Context: an optimization exercise on an open-source flow, tuned for small area. The choices shown serve that exercise and are no tape-out recipe. Only simulation tests tie the RTL to the original design; equivalence was not proved. Power and IR drop assume default switching activity.

<file path="flow/config.mk">
export PLATFORM = sky130hd
export DESIGN_NAME = vga_ycbcr
export DESIGN_NICKNAME = vga_ycbcr
export VERILOG_FILES = /design/flow/design.v
export SDC_FILE = /design/flow/constraint.sdc
export NUM_CORES = 4
export LEC_CHECK = 0
export CAP_MARGIN = 20
export CORE_MARGIN = 2
export CORE_UTILIZATION = 65
export SLEW_MARGIN = 20
export SYNTH_HIERARCHICAL = 1
</file>
<file path="flow/flow/run.sh">
#!/bin/bash
# Layout flow: the standard synthesis, a netlist clean-up (flow/fixinv.py:
# same logic function, same registers) that removes inverters around full
# adders and gives combinational cells their smallest drive strength, then
# the standard ORFS flow with the ports buffered by the smallest buffer and a
# clock tree without dummy loads.
set -euo pipefail
R=orfs/results/${FLOW_PLATFORM}/vga_ycbcr/base
LIB=$FLOW_HOME/platforms/${FLOW_PLATFORM}/lib/sky130_fd_sc_hd__tt_025C_1v80.lib

bash standard.sh synth > synth.log 2>&1

cp $R/1_2_yosys.v yosys_netlist.v
python3 flow/fixinv.py yosys_netlist.v $R/1_2_yosys.v $LIB > fixinv.log 2>&1
rm -f $R/1_synth.odb $R/1_synth.sdc

export BUFFER_PORTS_ARGS="-buffer_cell sky130_fd_sc_hd__buf_1"
export CTS_ARGS="-sink_clustering_enable -repair_clock_nets -dont_use_dummy_load -buf_list sky130_fd_sc_hd__clkbuf_4 -root_buf sky130_fd_sc_hd__clkbuf_8"
bash standard.sh finish > layout.log 2>&1
</file>
<file path="flow/flow/fixinv.py">
#!/usr/bin/env python3
"""Post-synthesis clean-up of a flat sky130hd netlist written by Yosys.

A full adder computes the same function with all inputs and both outputs
inverted, so each fa_1 cell may be "flipped": fed the complements of its
inputs, giving the complements of its outputs. Yosys's full-adder extraction
often leaves inverters around fa_1 cells; this script chooses, for every
fa_1, the polarity that needs the fewest inverters, then rebuilds the
inverters that are still needed. It also replaces half adders with one
unused output by a single gate, and deletes half adders with none used.
The logic function of the netlist is unchanged.

usage: fixinv.py IN.v OUT.v [LIBERTY]

With the liberty file it also gives every combinational cell its smallest
drive strength.
"""
import re
import sys
from collections import defaultdict

INV_RE = re.compile(r'^sky130_fd_sc_hd__(clk)?inv_\d+$')
OUT_PINS = {'X', 'Y', 'Q', 'Q_N', 'SUM', 'COUT', 'HI', 'LO'}


def parse(text):
    m = re.search(r'\bmodule\b.*?;', text, re.S)
    head_end = m.end()
    end = text.rindex('endmodule')
    body = text[head_end:end]
    cell_re = re.compile(r'\s*(sky130_fd_sc_hd__\w+)\s+(\\\S+\s|\S+)\s*\((.*?)\);', re.S)
    decls = []
    cells = []
    pos = 0
    stmts = re.split(r'(?<=;)', body)
    for st in stmts:
        s = st.strip()
        if not s:
            continue
        if s.startswith('sky130_fd_sc_hd__'):
            cm = cell_re.match(st)
            assert cm, st
            typ, name, pins = cm.group(1), cm.group(2).strip(), cm.group(3)
            pd = {}
            for pm in re.finditer(r'\.(\w+)\(\s*(.*?)\s*\)(?=\s*,|\s*$)', pins, re.S):
                pd[pm.group(1)] = pm.group(2).strip()
            cells.append([typ, name, pd])
        else:
            decls.append(st)
    return text[:head_end], decls, cells, text[end:]


LIB = {}


def read_lib(path):
    text = open(path).read()
    for m in re.finditer(r'\bcell\s*\(\s*"?(sky130_fd_sc_hd__\w+)"?\s*\)\s*\{', text):
        start = m.end()
        nxt = text.find('cell (', start)
        body = text[start:nxt if nxt > 0 else len(text)]
        am = re.search(r'\barea\s*:\s*([\d.]+)', body)
        pins = tuple(sorted(re.findall(r'\bpin\s*\(\s*"?(\w+)"?\s*\)', body)))
        if am:
            LIB[m.group(1)] = (float(am.group(1)), pins)


def main(inp, outp):
    text = open(inp).read()
    head, decls, cells, tail = parse(text)
    ports_out = set()
    ports_in = set()
    for d in decls:
        mm = re.match(r'\s*(input|output)\s+(\[(\d+):(\d+)\]\s*)?(\S+)\s*;', d)
        if mm:
            nm = mm.group(5)
            if mm.group(2):
                hi, lo = int(mm.group(3)), int(mm.group(4))
                bits = [f'{nm}[{i}]' for i in range(min(hi, lo), max(hi, lo) + 1)]
            else:
                bits = [nm]
            (ports_out if mm.group(1) == 'output' else ports_in).update(bits)
    driver = {}
    for ci, (typ, name, pd) in enumerate(cells):
        for p, n in pd.items():
            if p in OUT_PINS:
                driver[n] = (ci, p)
    users = defaultdict(list)
    for ci, (typ, name, pd) in enumerate(cells):
        for p, n in pd.items():
            if p not in OUT_PINS:
                users[n].append((ci, p))

    def is_inv(ci):
        typ, name, pd = cells[ci]
        return INV_RE.match(typ) and pd['Y'] not in ports_out

    # root literal of a net through inverter chains
    memo = {}
    def root(n):
        if n in memo:
            return memo[n]
        d = driver.get(n)
        if d is not None and is_inv(d[0]) and d[1] == 'Y':
            b, par = root(cells[d[0]][2]['A'])
            r = (b, par ^ 1)
        else:
            r = (n, 0)
        memo[n] = r
        return r

    fa_ids = [ci for ci, c in enumerate(cells) if c[0].startswith('sky130_fd_sc_hd__fa_')]
    # a fa may be flipped unless one of its output nets is a port
    flippable = set(ci for ci in fa_ids if not any(cells[ci][2][p] in ports_out for p in ('SUM', 'COUT')))
    flip = defaultdict(int)                       # ci -> 0/1
    base_owner = {}                               # base net -> fa ci whose output it is
    for ci in fa_ids:
        for p in ('SUM', 'COUT'):
            base_owner[cells[ci][2][p]] = ci
    ha_ids = [ci for ci, c in enumerate(cells) if c[0].startswith('sky130_fd_sc_hd__ha_')]
    ha_base = {}                                  # ha output net -> ci (outputs that are not ports)
    for ci in ha_ids:
        for p in ('SUM', 'COUT'):
            if cells[ci][2][p] not in ports_out:
                ha_base[cells[ci][2][p]] = ci
    hphys = {}                                    # ha output net -> 1 if it will carry the complement
    # needs: list of (consumer ci or None, base, par) for every non-inverter input pin
    need = defaultdict(list)                       # base -> list of (ci, par) ; ci None = port
    for ci, (typ, name, pd) in enumerate(cells):
        if is_inv(ci):
            continue
        for p, n in pd.items():
            if p in OUT_PINS:
                continue
            b, par = root(n)
            need[b].append((ci, par))
    for n in ports_out:
        d = driver.get(n)
        if d is None:
            continue
        if is_inv(d[0]):
            pass
        # a port net driven by a non-inverter is its own base; consumers none
    # inverters driving ports are kept as cells (is_inv false), so their input is in need

    def phys(b):
        if b in hphys:
            return hphys[b]
        ci = base_owner.get(b)
        return flip[ci] if ci is not None else 0

    def pols_of(b):
        pols = set()
        for ci, par in need[b]:
            q = par ^ (flip[ci] if ci in flippable and cells[ci][0].startswith('sky130_fd_sc_hd__fa_') else 0)
            pols.add(q)
        return pols

    def cost_base(b):
        pols = pols_of(b)
        if b in ha_base:
            # a half adder output can be made in either polarity (xnor2 / nand2)
            return 1 if len(pols) == 2 else 0
        f = phys(b)
        return 1 if (f ^ 1) in pols else 0

    def bases_of(ci):
        pd = cells[ci][2]
        s = set()
        for p in ('A', 'B', 'CIN'):
            s.add(root(pd[p])[0])
        for p in ('SUM', 'COUT'):
            s.add(pd[p])
        return s

    import random
    rng = random.Random(1)
    order = sorted(flippable)
    allb = set()
    for ci in order:
        allb |= bases_of(ci)
    bases_cache = {ci: bases_of(ci) for ci in order}

    def total():
        return sum(cost_base(b) for b in allb)

    def greedy():
        improved = True
        while improved:
            improved = False
            for ci in order:
                bs = bases_cache[ci]
                before = sum(cost_base(b) for b in bs)
                flip[ci] ^= 1
                if sum(cost_base(b) for b in bs) < before:
                    improved = True
                else:
                    flip[ci] ^= 1

    greedy()
    best = total()
    best_flip = {ci: flip[ci] for ci in order}
    if order:
        cur = best
        steps = 40000
        for k in range(steps):
            temp = 1.5 * (1 - k / steps) + 0.05
            ci = rng.choice(order)
            bs = bases_cache[ci]
            before = sum(cost_base(b) for b in bs)
            flip[ci] ^= 1
            d = sum(cost_base(b) for b in bs) - before
            if d <= 0 or rng.random() < pow(2.718, -d / temp):
                cur += d
                if cur < best:
                    best = cur
                    best_flip = {c: flip[c] for c in order}
            else:
                flip[ci] ^= 1
        for c in order:
            flip[c] = best_flip[c]
        greedy()

    for b in ha_base:
        if pols_of(b) == {1}:
            hphys[b] = 1

    # rebuild
    newdecl = []
    invnet = {}
    newcells = []
    cnt = [0]
    pname = {}
    for b in hphys:
        cnt[0] += 1
        nm = f'_fixha_{cnt[0]}_'
        newdecl.append(f'  wire {nm};\n')
        pname[b] = nm
    for ci in fa_ids:
        if ci in flippable and flip[ci]:
            for p in ('SUM', 'COUT'):
                cnt[0] += 1
                nm = f'_fixflip_{cnt[0]}_'
                newdecl.append(f'  wire {nm};\n')
                pname[cells[ci][2][p]] = nm

    def lit_net(b, q):
        """net carrying base b xor q (q relative to the true base value)."""
        f = phys(b)
        if (q ^ f) == 0:
            return pname.get(b, b)
        if b not in invnet:
            cnt[0] += 1
            nm = f'_fixinv_{cnt[0]}_'
            newdecl.append(f'  wire {nm};\n')
            newcells.append(['sky130_fd_sc_hd__inv_1', f'_fixinv_cell_{cnt[0]}_', {'A': pname.get(b, b), 'Y': nm}])
            invnet[b] = nm
        return invnet[b]

    stats = defaultdict(int)
    for ci, (typ, name, pd) in enumerate(cells):
        if is_inv(ci):
            stats['inv_removed'] += 1
            continue
        isfa = typ.startswith('sky130_fd_sc_hd__fa_')
        fl = flip[ci] if (isfa and ci in flippable) else 0
        npd = {}
        for p, n in pd.items():
            if p in OUT_PINS:
                npd[p] = n
            else:
                b, par = root(n)
                npd[p] = lit_net(b, par ^ fl)
        if typ.startswith('sky130_fd_sc_hd__ha_'):
            su = pd['SUM']; co = pd['COUT']
            used_s = bool(users.get(su)) or su in ports_out
            used_c = bool(users.get(co)) or co in ports_out
            if not used_s and not used_c:
                stats['ha_deleted'] += 1
                continue
            ps = hphys.get(su, 0); pc = hphys.get(co, 0)
            if used_s and used_c and ps == 0 and pc == 0:
                newcells.append([typ, name if npd == pd else (name[:-1] if name.endswith('_') else name) + '_fx', npd])
                continue
            base = name[:-1] if name.endswith('_') else name
            if used_s:
                if ps:
                    newcells.append(['sky130_fd_sc_hd__xnor2_1', base + '_fs', {'A': npd['A'], 'B': npd['B'], 'Y': pname[su]}])
                else:
                    newcells.append(['sky130_fd_sc_hd__xor2_1', base + '_fs', {'A': npd['A'], 'B': npd['B'], 'X': su}])
                stats['ha_sum_gate'] += 1
            if used_c:
                if pc:
                    newcells.append(['sky130_fd_sc_hd__nand2_1', base + '_fc', {'A': npd['A'], 'B': npd['B'], 'Y': pname[co]}])
                else:
                    newcells.append(['sky130_fd_sc_hd__and2_1', base + '_fc', {'A': npd['A'], 'B': npd['B'], 'X': co}])
                stats['ha_carry_gate'] += 1
            continue
        if isfa and fl:
            stats['fa_flipped'] += 1
            for p in ('SUM', 'COUT'):
                npd[p] = pname[pd[p]]
        if npd != pd and '__df' not in typ and '__sdf' not in typ and '__edf' not in typ:
            # a changed combinational cell gets a new name; registers keep theirs
            name = (name[:-1] if name.endswith('_') else name) + '_fx'
        newcells.append([typ, name, npd])
    # sanity: every net used by a cell must be driven or be an input port
    driven = set(ports_in)
    for typ, name, pd in newcells:
        for p, n in pd.items():
            if p in OUT_PINS:
                driven.add(n)
    for typ, name, pd in newcells:
        for p, n in pd.items():
            if p not in OUT_PINS and n not in driven and not re.match(r"^\d+'", n):
                raise SystemExit(f'undriven net {n} at {name}.{p}')
    for n in ports_out:
        assert n in driven or n in ports_in, n
    stats['inv_added'] = len(invnet)
    # smallest drive strength of each combinational cell; the layout flow's
    # repair steps size up again where a net needs it
    if LIB:
        for c in newcells:
            typ = c[0]
            m = re.match(r'^(sky130_fd_sc_hd__[a-z0-9]+)_(\d+)$', typ)
            if not m or re.search(r'__(df|sdf|edf|dl|sdl|buf|clk|conb|tap|fill|decap|diode|probe|lpflow|ha|fa)', typ):
                continue
            fam = [t for t in LIB if re.match('^' + re.escape(m.group(1)) + r'_\d+$', t) and LIB[t][1] == LIB[typ][1]]
            best = min(fam, key=lambda t: (LIB[t][0], t != m.group(1) + '_1'))
            if LIB[best][0] < LIB[typ][0]:
                c[0] = best
                stats['downsized'] += 1
    out = [head]
    out.extend(decls)
    out.extend(newdecl)
    for typ, name, pd in newcells:
        pins = ',\n'.join(f'    .{p}({n}' + (' ' if n.startswith('\\') else '') + ')' for p, n in pd.items())
        nm = name if not name.startswith('\\') else name + ' '
        out.append(f'\n  {typ} {nm} (\n{pins}\n  );')
    out.append('\n')
    out.append(tail)
    open(outp, 'w').write(''.join(out))
    print(dict(stats), file=sys.stderr)


if __name__ == '__main__':
    if len(sys.argv) > 3:
        read_lib(sys.argv[3])
    main(sys.argv[1], sys.argv[2])
</file>
<file path="flow/design.v">
`timescale 1ns / 1ps
module vga_ctl
	(
	input         pix_clk,
	input         reset_n,
	output [11:0] hcount,
	output [11:0] vcount,
	output        VGA_HS,
	output        VGA_VS,
	output        VGA_DE
	);
reg [10:0] hc;    
reg [9:0]  vc;    
reg        vsync_r;
wire h_end = ~hc[10] & hc[9] & hc[8] & hc[6] & hc[3];           
wire v_end = vc[9] & vc[6] & ~vc[5] & vc[4] & vc[3] & vc[0];      
wire y_1   = vc[9] & vc[6] & vc[5] & ~vc[4] & ~vc[3] & ~vc[0];    
wire y_4   = vc[9] & vc[6] & vc[5] & ~vc[4] & ~vc[2] & ~vc[1] & vc[0];  
wire [10:0] hn;
wire [10:0] hcy;
assign hn[0] = ~hc[0];
assign hcy[0] = hc[0];
genvar i;
generate for (i = 1; i < 11; i = i + 1) begin : g_hinc
	ycc_ha u_ha (.a(hc[i]), .b(hcy[i-1]), .s(hn[i]), .co(hcy[i]));
end endgenerate
wire [9:0] vn;
wire [9:0] vcy;
generate for (i = 0; i < 10; i = i + 1) begin : g_vinc
	ycc_ha u_ha (.a(vc[i]), .b(i == 0 ? h_end : vcy[i-1]), .s(vn[i]), .co(vcy[i]));
end endgenerate
always @(posedge pix_clk or negedge reset_n)
	if (!reset_n) hc <= 11'd1833;         
	else          hc <= {hn[10] | h_end, hn[9:7], hn[6] & ~h_end, hn[5] | h_end, hn[4:0]};
always @(posedge pix_clk or negedge reset_n)
	if (!reset_n)   vc <= 10'd998;        
	else if (v_end) vc <= 10'd998;
	else            vc <= vn;
always @(posedge pix_clk or negedge reset_n)
	if (!reset_n)  vsync_r <= 1'b1;
	else if (y_1)  vsync_r <= 1'b0;
	else if (y_4)  vsync_r <= 1'b1;
wire hs_low = hc[10] & (hc[9:0] > 10'd809) & (hc[9:0] < 10'd937);
wire hde = ~hc[10] & (|hc[9:0]) & ~(hc[9] & hc[8] & (hc[6] | (hc[5] & (|hc[4:0]))));
wire vde = ~(vc[9] & (vc[8] | (vc[6] & vc[4] & vc[3])));
wire de = hde & vde;
assign VGA_HS = ~hs_low;
assign VGA_VS = vsync_r;
assign VGA_DE = de;
assign hcount = {2'b0, hc[9:0] & {10{de}}};
assign vcount = {2'b0, vc[9:0] & {10{de}}};
endmodule
`timescale 1ns/1ps
module rgb_to_ycbcr(
	input         clk,
	input  [23:0] i_rgb,
	input         i_h_sync,
	input         i_v_sync,
	input         i_data_en,
	output [7:0]  o_y_8b,
	output [7:0]  o_cb_8b,
	output [7:0]  o_cr_8b,
	output        o_h_sync,
	output        o_v_sync,
	output        o_data_en
	);
reg [23:0] p1;
reg [8:0]  e1, e2;
reg [7:0]  gg;
reg [23:0] q3, q4;
reg [3:0]  hs_d, vs_d, de_d;
always @(posedge clk) begin
	hs_d <= {hs_d[2:0], i_h_sync};
	vs_d <= {vs_d[2:0], i_v_sync};
	de_d <= {de_d[2:0], i_data_en};
end
wire [7:0] nr = ~(p1[23:16] & {8{de_d[0]}});
wire [7:0] g  = p1[15:8] & {8{de_d[0]}};
wire [7:0] nb = ~(p1[7:0] & {8{de_d[0]}});
wire t1, t2;
ycc_ha u_t1 (.a(nr[0]), .b(g[0]), .s(t1), .co(t2));
wire t3, t4;
ycc_fa u_t3 (.a(nr[1]), .b(g[1]), .c(t2), .s(t3), .co(t4));
wire t5, t6;
ycc_fa u_t5 (.a(nr[2]), .b(g[2]), .c(t4), .s(t5), .co(t6));
wire t7, t8;
ycc_fa u_t7 (.a(nr[3]), .b(g[3]), .c(t6), .s(t7), .co(t8));
wire t9, t10;
ycc_fa u_t9 (.a(nr[4]), .b(g[4]), .c(t8), .s(t9), .co(t10));
wire t11, t12;
ycc_fa u_t11 (.a(nr[5]), .b(g[5]), .c(t10), .s(t11), .co(t12));
wire t13, t14;
ycc_fa u_t13 (.a(nr[6]), .b(g[6]), .c(t12), .s(t13), .co(t14));
wire t15, t16;
ycc_fa u_t15 (.a(nr[7]), .b(g[7]), .c(t14), .s(t15), .co(t16));
wire t17, t18;
ycc_ha u_t17 (.a(nb[0]), .b(g[0]), .s(t17), .co(t18));
wire t19, t20;
ycc_fa u_t19 (.a(nb[1]), .b(g[1]), .c(t18), .s(t19), .co(t20));
wire t21, t22;
ycc_fa u_t21 (.a(nb[2]), .b(g[2]), .c(t20), .s(t21), .co(t22));
wire t23, t24;
ycc_fa u_t23 (.a(nb[3]), .b(g[3]), .c(t22), .s(t23), .co(t24));
wire t25, t26;
ycc_fa u_t25 (.a(nb[4]), .b(g[4]), .c(t24), .s(t25), .co(t26));
wire t27, t28;
ycc_fa u_t27 (.a(nb[5]), .b(g[5]), .c(t26), .s(t27), .co(t28));
wire t29, t30;
ycc_fa u_t29 (.a(nb[6]), .b(g[6]), .c(t28), .s(t29), .co(t30));
wire t31, t32;
ycc_fa u_t31 (.a(nb[7]), .b(g[7]), .c(t30), .s(t31), .co(t32));
wire [8:0] e1_n = {t16, t15, t13, t11, t9, t7, t5, t3, t1};
wire [8:0] e2_n = {t32, t31, t29, t27, t25, t23, t21, t19, t17};
wire t33, t34;
ycc_ha u_t33 (.a(~e1[1]), .b(~e1[0]), .s(t33), .co(t34));
wire t35, t36;
ycc_fa u_t35 (.a(~e1[2]), .b(~e1[1]), .c(t34), .s(t35), .co(t36));
wire t37, t38;
ycc_fa u_t37 (.a(~e1[3]), .b(~e1[2]), .c(t36), .s(t37), .co(t38));
wire t39, t40;
ycc_fa u_t39 (.a(~e1[4]), .b(~e1[3]), .c(t38), .s(t39), .co(t40));
wire t41, t42;
ycc_fa u_t41 (.a(~e1[5]), .b(~e1[4]), .c(t40), .s(t41), .co(t42));
wire t43, t44;
ycc_fa u_t43 (.a(~e1[6]), .b(~e1[5]), .c(t42), .s(t43), .co(t44));
wire t45, t46;
ycc_fa u_t45 (.a(~e1[7]), .b(~e1[6]), .c(t44), .s(t45), .co(t46));
wire t47, t48;
ycc_fa u_t47 (.a(~e1[8]), .b(~e1[7]), .c(t46), .s(t47), .co(t48));
wire t49, t50;
ycc_ha u_t49 (.a(~e1[8]), .b(t48), .s(t49), .co(t50));
wire t51 = ~(~gg[0] ^ ~gg[3]);
wire t52 = ~gg[0] | ~gg[3];
wire t53, t54;
ycc_fa u_t53 (.a(~gg[1]), .b(~gg[4]), .c(t35), .s(t53), .co(t54));
wire t55 = ~(~gg[2] ^ ~gg[5]);
wire t56 = ~gg[2] | ~gg[5];
wire t57, t58;
ycc_ha u_t57 (.a(t37), .b(e1[7]), .s(t57), .co(t58));
wire t59, t60;
ycc_fa u_t59 (.a(~gg[0]), .b(~gg[3]), .c(~gg[6]), .s(t59), .co(t60));
wire t61, t62;
ycc_fa u_t61 (.a(t39), .b(e1[8]), .c(~e2[4]), .s(t61), .co(t62));
wire t63, t64;
ycc_fa u_t63 (.a(gg[0]), .b(~gg[1]), .c(~gg[4]), .s(t63), .co(t64));
wire t65, t66;
ycc_fa u_t65 (.a(~gg[7]), .b(t41), .c(~e2[5]), .s(t65), .co(t66));
wire t67, t68;
ycc_fa u_t67 (.a(gg[1]), .b(gg[2]), .c(~gg[5]), .s(t67), .co(t68));
wire t69, t70;
ycc_ha u_t69 (.a(t43), .b(~e2[6]), .s(t69), .co(t70));
wire t71 = ~(gg[3] ^ ~gg[6]);
wire t72 = gg[3] | ~gg[6];
wire t73, t74;
ycc_ha u_t73 (.a(t45), .b(~e2[7]), .s(t73), .co(t74));
wire t75, t76;
ycc_fa u_t75 (.a(gg[4]), .b(~gg[7]), .c(t47), .s(t75), .co(t76));
wire t77, t78;
ycc_ha u_t77 (.a(~gg[2]), .b(~e1[0]), .s(t77), .co(t78));
wire t79, t80;
ycc_fa u_t79 (.a(t51), .b(t33), .c(e1[5]), .s(t79), .co(t80));
wire t81, t82;
ycc_fa u_t81 (.a(t52), .b(t53), .c(e1[6]), .s(t81), .co(t82));
wire t83, t84;
ycc_fa u_t83 (.a(t54), .b(t55), .c(t57), .s(t83), .co(t84));
wire t85, t86;
ycc_fa u_t85 (.a(t56), .b(t58), .c(t59), .s(t85), .co(t86));
wire t87, t88;
ycc_fa u_t87 (.a(t60), .b(t62), .c(t63), .s(t87), .co(t88));
wire t89, t90;
ycc_fa u_t89 (.a(t64), .b(t66), .c(t67), .s(t89), .co(t90));
wire t91, t92;
ycc_fa u_t91 (.a(t68), .b(t70), .c(t71), .s(t91), .co(t92));
wire t93, t94;
ycc_fa u_t93 (.a(t72), .b(t74), .c(t75), .s(t93), .co(t94));
wire t95 = ~(t76 ^ gg[5]);
wire t96 = t76 | gg[5];
wire t97, t98;
ycc_ha u_t97 (.a(~gg[1]), .b(e1[3]), .s(t97), .co(t98));
wire t99, t100;
ycc_fa u_t99 (.a(t77), .b(e1[4]), .c(~e2[0]), .s(t99), .co(t100));
wire t101, t102;
ycc_fa u_t101 (.a(t78), .b(t79), .c(~e2[1]), .s(t101), .co(t102));
wire t103, t104;
ycc_fa u_t103 (.a(t80), .b(t81), .c(~e2[2]), .s(t103), .co(t104));
wire t105, t106;
ycc_fa u_t105 (.a(t82), .b(t83), .c(~e2[3]), .s(t105), .co(t106));
wire t107, t108;
ycc_fa u_t107 (.a(t84), .b(t85), .c(t61), .s(t107), .co(t108));
wire t109, t110;
ycc_fa u_t109 (.a(t86), .b(t87), .c(t65), .s(t109), .co(t110));
wire t111, t112;
ycc_fa u_t111 (.a(t88), .b(t89), .c(t69), .s(t111), .co(t112));
wire t113, t114;
ycc_fa u_t113 (.a(t90), .b(t91), .c(t73), .s(t113), .co(t114));
wire t115, t116;
ycc_fa u_t115 (.a(t92), .b(t93), .c(~e2[8]), .s(t115), .co(t116));
wire t117, t118;
ycc_fa u_t117 (.a(t94), .b(t95), .c(t49), .s(t117), .co(t118));
wire t119, t120;
ycc_fa u_t119 (.a(t96), .b(gg[6]), .c(t50), .s(t119), .co(t120));
wire t121 = e1[1] & e1[0];
wire t122 = (gg[0] & e1[2]) | (gg[0] & t121) | (e1[2] & t121);
wire t123 = (~gg[0] & t97) | (~gg[0] & t122) | (t97 & t122);
wire t124 = (t98 & t99) | (t98 & t123) | (t99 & t123);
wire t125 = (t100 & t101) | (t100 & t124) | (t101 & t124);
wire t126 = (t102 & t103) | (t102 & t125) | (t103 & t125);
wire t127 = (t104 & t105) | (t104 & t126) | (t105 & t126);
wire t128, t129;
ycc_fa u_t128 (.a(t106), .b(t107), .c(t127), .s(t128), .co(t129));
wire t130, t131;
ycc_fa u_t130 (.a(t108), .b(t109), .c(t129), .s(t130), .co(t131));
wire t132, t133;
ycc_fa u_t132 (.a(t110), .b(t111), .c(t131), .s(t132), .co(t133));
wire t134, t135;
ycc_fa u_t134 (.a(t112), .b(t113), .c(t133), .s(t134), .co(t135));
wire t136, t137;
ycc_fa u_t136 (.a(t114), .b(t115), .c(t135), .s(t136), .co(t137));
wire t138, t139;
ycc_fa u_t138 (.a(t116), .b(t117), .c(t137), .s(t138), .co(t139));
wire t140, t141;
ycc_fa u_t140 (.a(t118), .b(t119), .c(t139), .s(t140), .co(t141));
wire t142 = t120 ^ ~gg[7] ^ t141;
wire t143, t144;
ycc_ha u_t143 (.a(~e2[1]), .b(e2[4]), .s(t143), .co(t144));
wire t145 = ~(~e2[2] ^ e2[5]);
wire t146 = ~e2[2] | e2[5];
wire t147, t148;
ycc_ha u_t147 (.a(~e2[3]), .b(e2[6]), .s(t147), .co(t148));
wire t149 = ~(~e2[4] ^ e2[7]);
wire t150 = ~e2[4] | e2[7];
wire t151, t152;
ycc_ha u_t151 (.a(e2[2]), .b(t41), .s(t151), .co(t152));
wire t153, t154;
ycc_fa u_t153 (.a(e2[0]), .b(e2[3]), .c(t43), .s(t153), .co(t154));
wire t155, t156;
ycc_fa u_t155 (.a(~e2[0]), .b(t143), .c(t45), .s(t155), .co(t156));
wire t157, t158;
ycc_fa u_t157 (.a(t144), .b(t145), .c(t47), .s(t157), .co(t158));
wire t159, t160;
ycc_fa u_t159 (.a(t146), .b(t147), .c(t49), .s(t159), .co(t160));
wire t161, t162;
ycc_fa u_t161 (.a(t148), .b(t149), .c(t50), .s(t161), .co(t162));
wire t163, t164;
ycc_fa u_t163 (.a(t150), .b(~e2[5]), .c(e2[8]), .s(t163), .co(t164));
wire t165, t166;
ycc_fa u_t165 (.a(~e2[1]), .b(t39), .c(e1[0]), .s(t165), .co(t166));
wire t167, t168;
ycc_fa u_t167 (.a(e2[1]), .b(t151), .c(e1[1]), .s(t167), .co(t168));
wire t169, t170;
ycc_fa u_t169 (.a(t152), .b(t153), .c(e1[2]), .s(t169), .co(t170));
wire t171, t172;
ycc_fa u_t171 (.a(t154), .b(t155), .c(e1[3]), .s(t171), .co(t172));
wire t173, t174;
ycc_fa u_t173 (.a(t156), .b(t157), .c(e1[4]), .s(t173), .co(t174));
wire t175, t176;
ycc_fa u_t175 (.a(t158), .b(t159), .c(e1[5]), .s(t175), .co(t176));
wire t177, t178;
ycc_fa u_t177 (.a(t160), .b(t161), .c(e1[6]), .s(t177), .co(t178));
wire t179, t180;
ycc_fa u_t179 (.a(t162), .b(t163), .c(e1[7]), .s(t179), .co(t180));
wire t181, t182;
ycc_fa u_t181 (.a(t164), .b(~e2[6]), .c(e1[8]), .s(t181), .co(t182));
wire t183 = ~e2[0] & t37;
wire t184 = (e2[0] & t165) | (e2[0] & t183) | (t165 & t183);
wire t185 = (t166 & t167) | (t166 & t184) | (t167 & t184);
wire t186 = (t168 & t169) | (t168 & t185) | (t169 & t185);
wire t187, t188;
ycc_fa u_t187 (.a(t170), .b(t171), .c(t186), .s(t187), .co(t188));
wire t189, t190;
ycc_fa u_t189 (.a(t172), .b(t173), .c(t188), .s(t189), .co(t190));
wire t191, t192;
ycc_fa u_t191 (.a(t174), .b(t175), .c(t190), .s(t191), .co(t192));
wire t193, t194;
ycc_fa u_t193 (.a(t176), .b(t177), .c(t192), .s(t193), .co(t194));
wire t195, t196;
ycc_fa u_t195 (.a(t178), .b(t179), .c(t194), .s(t195), .co(t196));
wire t197, t198;
ycc_fa u_t197 (.a(t180), .b(t181), .c(t196), .s(t197), .co(t198));
wire t199, t200;
ycc_fa u_t199 (.a(t182), .b(e2[7]), .c(t198), .s(t199), .co(t200));
wire t201 = ~e2[7] ^ e2[8] ^ t200;
wire t202, t203;
ycc_ha u_t202 (.a(~e1[1]), .b(e1[4]), .s(t202), .co(t203));
wire t204 = ~(~e1[2] ^ e1[5]);
wire t205 = ~e1[2] | e1[5];
wire t206, t207;
ycc_ha u_t206 (.a(e1[1]), .b(e2[2]), .s(t206), .co(t207));
wire t208, t209;
ycc_ha u_t208 (.a(e1[2]), .b(e2[3]), .s(t208), .co(t209));
wire t210, t211;
ycc_fa u_t210 (.a(e1[0]), .b(e1[3]), .c(e2[4]), .s(t210), .co(t211));
wire t212, t213;
ycc_fa u_t212 (.a(~e1[0]), .b(t202), .c(e2[5]), .s(t212), .co(t213));
wire t214, t215;
ycc_fa u_t214 (.a(t203), .b(t204), .c(e2[6]), .s(t214), .co(t215));
wire t216, t217;
ycc_fa u_t216 (.a(t205), .b(e1[3]), .c(e1[6]), .s(t216), .co(t217));
wire t218, t219;
ycc_fa u_t218 (.a(~e1[3]), .b(~e1[4]), .c(e1[7]), .s(t218), .co(t219));
wire t220, t221;
ycc_fa u_t220 (.a(~e1[0]), .b(e2[1]), .c(e2[3]), .s(t220), .co(t221));
wire t222, t223;
ycc_fa u_t222 (.a(e1[0]), .b(t206), .c(e2[4]), .s(t222), .co(t223));
wire t224, t225;
ycc_fa u_t224 (.a(t207), .b(t208), .c(e2[5]), .s(t224), .co(t225));
wire t226, t227;
ycc_fa u_t226 (.a(t209), .b(t210), .c(e2[6]), .s(t226), .co(t227));
wire t228, t229;
ycc_fa u_t228 (.a(t211), .b(t212), .c(e2[7]), .s(t228), .co(t229));
wire t230, t231;
ycc_fa u_t230 (.a(t213), .b(t214), .c(e2[8]), .s(t230), .co(t231));
wire t232, t233;
ycc_fa u_t232 (.a(t215), .b(t216), .c(e2[7]), .s(t232), .co(t233));
wire t234, t235;
ycc_fa u_t234 (.a(t217), .b(t218), .c(e2[8]), .s(t234), .co(t235));
wire t236, t237;
ycc_fa u_t236 (.a(t219), .b(~e1[5]), .c(e1[8]), .s(t236), .co(t237));
wire t238 = e2[1] & e2[0];
wire t239 = (~e2[0] & e2[2]) | (~e2[0] & t238) | (e2[2] & t238);
wire t240 = (e2[0] & t220) | (e2[0] & t239) | (t220 & t239);
wire t241 = (t221 & t222) | (t221 & t240) | (t222 & t240);
wire t242 = (t223 & t224) | (t223 & t241) | (t224 & t241);
wire t243 = (t225 & t226) | (t225 & t242) | (t226 & t242);
wire t244, t245;
ycc_fa u_t244 (.a(t227), .b(t228), .c(t243), .s(t244), .co(t245));
wire t246, t247;
ycc_fa u_t246 (.a(t229), .b(t230), .c(t245), .s(t246), .co(t247));
wire t248, t249;
ycc_fa u_t248 (.a(t231), .b(t232), .c(t247), .s(t248), .co(t249));
wire t250, t251;
ycc_fa u_t250 (.a(t233), .b(t234), .c(t249), .s(t250), .co(t251));
wire t252, t253;
ycc_fa u_t252 (.a(t235), .b(t236), .c(t251), .s(t252), .co(t253));
wire t254, t255;
ycc_fa u_t254 (.a(t237), .b(e1[6]), .c(t253), .s(t254), .co(t255));
wire t256, t257;
ycc_fa u_t256 (.a(~e1[6]), .b(e1[7]), .c(t255), .s(t256), .co(t257));
wire t258 = ~e1[7] ^ e1[8] ^ t257;
wire [23:0] ycc_n = {t142, t140, t138, t136, t134, t132, t130, t128, t201, t199, t197, t195, t193, t191, t189, t187, t258, t256, t254, t252, t250, t248, t246, t244};
always @(posedge clk) begin
	p1 <= i_rgb;
	e1 <= e1_n;
	e2 <= e2_n;
	gg <= g;
	q3 <= ycc_n;
	q4 <= q3;
end
assign o_y_8b    = q4[23:16];
assign o_cb_8b   = q4[15:8];
assign o_cr_8b   = q4[7:0];
assign o_h_sync  = hs_d[3];
assign o_v_sync  = vs_d[3];
assign o_data_en = de_d[3];
endmodule
module ycc_fa(input a, input b, input c, output s, output co);
assign s = a ^ b ^ c;
assign co = (a & b) | (a & c) | (b & c);
endmodule
module ycc_ha(input a, input b, output s, output co);
assign s = a ^ b;
assign co = a & b;
endmodule
`timescale 1ns / 1ps
module vga_ycbcr
	(
	input           clk,
	input           reset_n,
	input  [23:0]   i_rgb,
	output [11:0]   o_hcount,
	output [11:0]   o_vcount,
	output [7:0]    o_y,
	output [7:0]    o_cb,
	output [7:0]    o_cr,
	output          o_hs,
	output          o_vs,
	output          o_de
	);
wire vga_hs, vga_vs, vga_de;
vga_ctl U_VGA(
	.pix_clk(clk),
	.reset_n(reset_n),
	.hcount(o_hcount),
	.vcount(o_vcount),
	.VGA_HS(vga_hs),
	.VGA_VS(vga_vs),
	.VGA_DE(vga_de)
	);
rgb_to_ycbcr U_YCBCR(
	.clk(clk),
	.i_rgb(i_rgb),
	.i_h_sync(vga_hs),
	.i_v_sync(vga_vs),
	.i_data_en(vga_de),
	.o_y_8b(o_y),
	.o_cb_8b(o_cb),
	.o_cr_8b(o_cr),
	.o_h_sync(o_hs),
	.o_v_sync(o_vs),
	.o_data_en(o_de)
	);
endmodule
</file>
<file path="flow/constraint.sdc">
create_clock -name core_clock -period 10.0 [get_ports {clk}]
set_input_delay 2.0000 -clock core_clock [delete_from_list [all_inputs] [get_ports {clk}]]
set_output_delay 2.0000 -clock core_clock [all_outputs]
set_load 0.01 [all_outputs]
</file>
<file path="flow/standard.sh">
#!/bin/bash
# synth_recipe.tcl (not shown) runs the flow's synth.tcl, then flattens the netlist and writes it again
# the make line also repeats each setting of config.mk as NAME=value (left out here)
make -C /OpenROAD-flow-scripts/flow DESIGN_CONFIG=/design/flow/config.mk WORK_HOME=/design/flow/orfs CLKGATE_MAP_FILE= SYNTH_SCRIPT=/design/flow/synth_recipe.tcl "${@:-finish}"
</file>
==> flow_summary.yaml <==
status:
  status: "timing/DRC/antenna clean"
placement:
  place.gp.congestion: 0.883
  dpl_cell_area_sq_mm: 0.00648
  hpwl_um: 8230
  port-buffer-count: 72
  pre_cts_ws_ps: 2530
drt:
  postRouteAntennaNets: 0
  drtPass1Iterations: 4
  vias: 3296
  drt_iter0_drc: 128
  wl_um: 10100
  via_per_inst: 5.23
  wl_per_cell_um: 16.1
  drc: 0
sta:
  min_period_ps: 7600
  fin_tns_setup_ps: 0
  hold_ws_ps: 289
  fmax_mhz: 132
  clock_skew_ps: 50.3
  fin_ws_ps: 2400
  report.final.slew_viol_count: 0
  tightest_slew_ps: 817
  max_slew_margin: 0.451
  fin_crit_sh: 0.760
  finalSetupViolCount: 0
  rsz0062_at_grt: "false"
  finalHoldViolCount: 0
hold_path:
  hold_path_depth: 0
  min-delay-path-class: "register to register"
synthesis:
  syn_area_per_cell_sq_um: 14.1
  yosys_warnings: 8
  syn-cell-area_sq_mm: 0.00611
  postSynthCellCount: 434
layout:
  drive_gt1_frac: 0.0674
  stdcell_area_sq_mm: 0.00662
  final_net_count: 677
  n_antenna_cell: 0
  utilization: 0.720
  area_delta_synth_final_pct: 8.31
  nFillCells: 674
power:
  power_density_mw_per_mm2: 307
  p_leak_nw: 2.88
  vdd_ir_drop_max_uv: 142
cts:
  hold_buffers: 0
  htreeDepth: 4
  cts_sinks: 132
  cts.clk_slew.worst_paths_ps: 120
  cts-buffers-inserted: 17
  cts_tree: "done"
  cts-root-buf: "clkbuf_8"
  cts_setup_buffers: 0
  clock_latency_ps: 410
  post_cts_resized: 0
  clockBufferDepth: 2
floorplan:
  ios: 77
  dieWidth_um: 101
  die-area_sq_mm: 0.0102
  core_area_sq_mm: 0.00920
  rows: 35
  dieHeight_um: 101
  initial_core_util: 0.664
grt:
  use_met1: 0.325
  antenna_found_initial: 0
  first_global_vias: 3534
  grt_max_degree: 26
  grt_usage: 0.233
  grt_pass1_wl_um: 17300
  grtUsageMet2: 0.371
  grt-ovfl-total: 0
  use_met3: 0.0485
  top_usage_layer: "met2"
worst_setup_path:
  worstPathArrival_ps: 7860
  cp_max_fo: 5
  critical_path.endpoint_type: "register"
  worstRegToRegCells: 19
  crit_required_ps: 10260
  criticalPathCategory: "register to register"
  cp-start-kind: "register"
flow_run:
  cap_violations: 0
[critical path, stage by stage, from the launching register on]
cell	delay, ps
dfxtp_1	490
inv_1	190
ha_1	230
fa_1	390
fa_1	390
fa_1	390
fa_1	400
fa_1	390
fa_1	560
fa_1	450
fa_1	490
fa_1	420
fa_1	390
fa_1	420
fa_1	400
fa_1	390
fa_1	390
fa_1	380
xnor2_1	140
xnor2_1	130
[metal layers]
layer / wire, um / vias up
met5: 0 / -
li1: - / 1557
met3: 469 / 15
met2: 4840 / 109
met1: 4650 / 1615
met4: 172 / 0
[sequential cells by signal, indices dropped and copies added (netlist names)]
name,flops
U_VGA.hc,11
U_VGA.vc,10
U_VGA.vsync_r,1
U_YCBCR.de_d,4
U_YCBCR.e1,9
U_YCBCR.e2,9
U_YCBCR.gg,8
U_YCBCR.hs_d,4
U_YCBCR.p1,24
U_YCBCR.q3,24
U_YCBCR.q4,24
U_YCBCR.vs_d,4
[cell type report]
type	count	area, sq um	area share
clock buffer	17	134	0.0202
sequential	132	2770	0.419
timing repair buffer	73	278	0.0420
inverter	33	124	0.0187
multi-input combinational	264	3170	0.479
tap	111	139	0.0210
[report_power, final]
group / total, W / leakage (nW) / switching, W / internal (W)
clock: 0.000232 / 0.0808 / 0.000149 / 0.0000834
combinational: 0.00106 / 1.63 / 0.000553 / 0.000507
sequential: 0.000743 / 1.18 / 0.0000562 / 0.000686
total: 0.00203 / 2.88 / 0.000758 / 0.00128
[metrics by stage]
stage | power (W) | instances
after CTS | 0.00207 | 630
final | 0.00203 | 630
after detailed placement | 0.00183 | 613
after floorplan | 0.00151 | 437
after global placement | 0.00177 | 613
after global routing | 0.00228 | 630
[path summary, 6_finish.rpt]
check / endpoint / from / slack [ps]
setup reg to reg: U_YCBCR.q3[15] / U_YCBCR.e1[0] / 2400
hold / removal: U_YCBCR.q4[22] / U_YCBCR.q3[22] / 290
hold reg to reg: U_YCBCR.q4[22] / U_YCBCR.q3[22] / 290
min in group asynchronous: U_VGA.vc[3] / reset_n / 1550
max in group asynchronous: U_VGA.vc[1] / reset_n / 8140
setup / recovery: U_YCBCR.q3[15] / U_YCBCR.e1[0] / 2400
[layout by cell type, fill, tap and decap left out, types with 3 or more instances in the layout]
| cell | instances |
|---|---|
| a21oi_1 | 4 |
| and2_1 | 9 |
| and3_1 | 4 |
| buf_1 | 72 |
| clkbuf_4 | 16 |
| conb_1 | 4 |
| dfrtp_1 | 8 |
| dfstp_2 | 14 |
| dfxtp_1 | 110 |
| fa_1 | 97 |
| ha_1 | 33 |
| inv_1 | 33 |
| maj3_1 | 6 |
| nand2_1 | 28 |
| nand3_1 | 7 |
| nor2_1 | 4 |
| nor2b_1 | 4 |
| nor3_1 | 10 |
| nor3b_1 | 4 |
| nor4_1 | 6 |
| o211ai_1 | 3 |
| or2_1 | 7 |
| xnor2_1 | 13 |

[static timing again, ports no longer ideal]
How much do the figures lean on ideal ports? The routed layout below was timed once more, with nothing changed but the port constraints.
Step 1 sets driving cells, clkbuf_16 on the clock port and buf_2 on the other inputs (assumed; they add their load-dependent delay and slew).
Step 2 times the ports against the registers' clock, not the clock port: input delays grow and output delays shrink by t, the midpoint of the rising clock arrivals with the driver on.
Three values: ideal, step 1, step 2; two values: the first two.
shift t [ns]: 0.415
setup WS [ns]: 2.398 / 2.398 / 2.398
hold slack, ns: 0.289 / 0.289 / 0.289
After both steps setup and hold are still met in this run. For this run, drivers alone change the setup slack by 0.000 ns; drivers and shift together by 0.000 ns.
